This design comes from an exercise in tuning for small area and a short achievable clock period on the open sky130 flow, not from production work.
Only simulation tests tie the RTL to the original design; equivalence was not proved.
Power figures rest on the tool's default switching activity, not on a simulated workload.

## cu_top
module cu_top 	#(parameter RF_DATASIZE=16, ADDRESS_WIDTH=4, SIGNAL_WIDTH=3)
		(
			input wire clk, reset, stall,
			input wire  ps_cu_trunc, ps_cu_float, 
			input wire ps_mul_en,ps_mul_otreg,
			input wire[3:0] ps_mul_dtsts,
			input wire[1:0] ps_mul_cls, ps_mul_sc,
			output wire mul_ps_mv, mul_ps_mn, mul_ps_mu, mul_ps_mi,
			input wire[(SIGNAL_WIDTH-1):0]ps_xb_w_cuEn,
			input wire ps_xb_w_bcEn,
			input wire[(ADDRESS_WIDTH-1):0] ps_xb_raddx, ps_xb_raddy, ps_xb_wadd,
			input wire [RF_DATASIZE-1:0] bc_dt,
			output wire [RF_DATASIZE-1:0] xb_dtx,	
			input wire ps_shf_en,
			input wire [1:0] ps_shf_cls,
			output wire shf_ps_sv, shf_ps_sz,
			input wire ps_alu_en,
			input wire [1:0]ps_alu_hc, ps_alu_sc2,
			input wire [2:0]ps_alu_sc1,
			input wire ps_alu_sat, ps_alu_ci, 
			output wire alu_ps_az, alu_ps_an, alu_ps_ac, alu_ps_av, alu_ps_au, alu_ps_as, alu_ps_ai,
			output wire alu_ps_compd
		);
Settings: LEC_CHECK=0, CAP_MARGIN=20, CORE_MARGIN=2, CORE_UTILIZATION=35, PLACE_DENSITY=0.55, SLEW_MARGIN=20; clock period 28.0 ns.
run.sh (not shown) runs the stock make flow with config.mk's settings and CLKGATE_MAP_FILE= SYNTH_SCRIPT=/design/flow/synth_recipe.tcl, a recipe that flattens the netlist after the stock synthesis.
Edit:
CAP_MARGIN = 60   (was 20)
SLEW_MARGIN = 60   (was 20)
What happened:
- wire length is higher by 0.48%
- final area is higher by 2.9%
- first-iteration DRC count is lower by 3.2%
- clock-buffer cell count is lower by 4
- fmax is higher by 7.9%
- core utilization is higher by 1.1 points

========
cu_top, a different RTL version from the one above (not shown whole).
For scale: roughly 510 flip-flops, ~90 I/O pins, ~60000 µm² of cells after synthesis.
## cu_top
module cu_top 	#(parameter RF_DATASIZE=16, ADDRESS_WIDTH=4, SIGNAL_WIDTH=3)
		(
			input wire clk, reset, stall,
			input wire  ps_cu_trunc, ps_cu_float, 
			input wire ps_mul_en,ps_mul_otreg,
			input wire[3:0] ps_mul_dtsts,
			input wire[1:0] ps_mul_cls, ps_mul_sc,
			output wire mul_ps_mv, mul_ps_mn, mul_ps_mu, mul_ps_mi,
			input wire[(SIGNAL_WIDTH-1):0]ps_xb_w_cuEn,
			input wire ps_xb_w_bcEn,
			input wire[(ADDRESS_WIDTH-1):0] ps_xb_raddx, ps_xb_raddy, ps_xb_wadd,
			input wire [RF_DATASIZE-1:0] bc_dt,
			output wire [RF_DATASIZE-1:0] xb_dtx,	
			input wire ps_shf_en,
			input wire [1:0] ps_shf_cls,
			output wire shf_ps_sv, shf_ps_sz,
			input wire ps_alu_en,
			input wire [1:0]ps_alu_hc, ps_alu_sc2,
			input wire [2:0]ps_alu_sc1,
			input wire ps_alu_sat, ps_alu_ci, 
			output wire alu_ps_az, alu_ps_an, alu_ps_ac, alu_ps_av, alu_ps_au, alu_ps_as, alu_ps_ai,
			output wire alu_ps_compd
		);
	wire [RF_DATASIZE-1:0] xb_dty;
	wire xb_rf_w_En;
	wire [RF_DATASIZE-1:0] xb_rf_dt, alu_xb_dt, shf_xb_dt, mul_xb_dt, rf_xb_dtx, rf_xb_dty;
	crossbar #(.DATA_WIDTH(RF_DATASIZE), .ADDRESS_WIDTH(ADDRESS_WIDTH), .SIGNAL_WIDTH(SIGNAL_WIDTH)) xb_obj
		(	clk, stall,
			ps_xb_w_cuEn, ps_xb_w_bcEn,
			ps_xb_wadd, ps_xb_raddx, ps_xb_raddy,
			bc_dt, alu_xb_dt, shf_xb_dt, mul_xb_dt, rf_xb_dtx, rf_xb_dty,
			xb_dtx, xb_dty, 
			xb_rf_w_En, 
			xb_rf_dt
		);
	regfile #(.DATA_WIDTH(RF_DATASIZE), .ADDRESS_WIDTH(ADDRESS_WIDTH), .SIGNAL_WIDTH(SIGNAL_WIDTH)) rf_obj
			( 
				clk, xb_rf_w_En, 
				ps_xb_wadd,  ps_xb_raddx,  ps_xb_raddy,
				xb_rf_dt,
				rf_xb_dtx, rf_xb_dty
			);		
	multiplier #(.RF_DATASIZE(RF_DATASIZE)) mul_obj 
			(
				xb_dtx, xb_dty, mul_xb_dt,
				ps_mul_en, ps_cu_float, ps_mul_otreg, ps_cu_trunc,
				ps_mul_dtsts,
				ps_mul_cls, ps_mul_sc,
				clk, reset,
				mul_ps_mv, mul_ps_mn, mul_ps_mu, mul_ps_mi
			);	
	shifter #(.DATASIZE(RF_DATASIZE)) shf_obj
			(
				clk, reset,
				ps_shf_en, ps_shf_cls, 
  ...
Settings: LEC_CHECK=0, CAP_MARGIN=60, CORE_MARGIN=2, CORE_UTILIZATION=35, PLACE_DENSITY=0.55, SLEW_MARGIN=60; clock period 28.0 ns.
Rerun with:
CAP_MARGIN = 20   (was 60)
SLEW_MARGIN = 20   (was 60)
The new run finished clean.
Clock power drops by about 4%.
Hold slack got worse by 0.0064 ns.
Power drops by 1.2%.
Synthesized cell count does not change.

separate check: timing with driven ports:
Ports are ideal in the flow. The routed layouts listed here were re-timed in OpenROAD.
Step 1 assumes that a clkbuf_16 drives the clock port and a buf_2 every other input.
Step 2, shift: input delay + t, output delay - t, t = (earliest + latest rising clock arrival at the registers) / 2. This alone moves slack from input paths to output paths.
a / b / c = no drivers / after step 1 / after step 2; a / b = the first two.
run	t, ns	setup slack, ns	hold slack, ns	worst setup path at the end	cell pins on the clock port's net
the first run of note 1	0.779	9.825 / 9.825 / 9.650	0.462 / 0.462 / 0.462	input to register	1
the second run of note 1	0.785	11.158 / 11.218 / 10.433	0.469 / 0.469 / 0.469	input to register	1
the first run of note 2	0.779	11.299 / 11.274 / 10.836	0.476 / 0.476 / 0.476	input to register	1
the second run of note 2	0.781	10.545 / 10.545 / 10.178	0.470 / 0.470 / 0.470	input to register	1
After both steps every run listed still meets setup and hold. For the second run of note 1, which loses most, drivers alone change the setup slack by +0.060 ns; drivers and shift together by -0.725 ns.
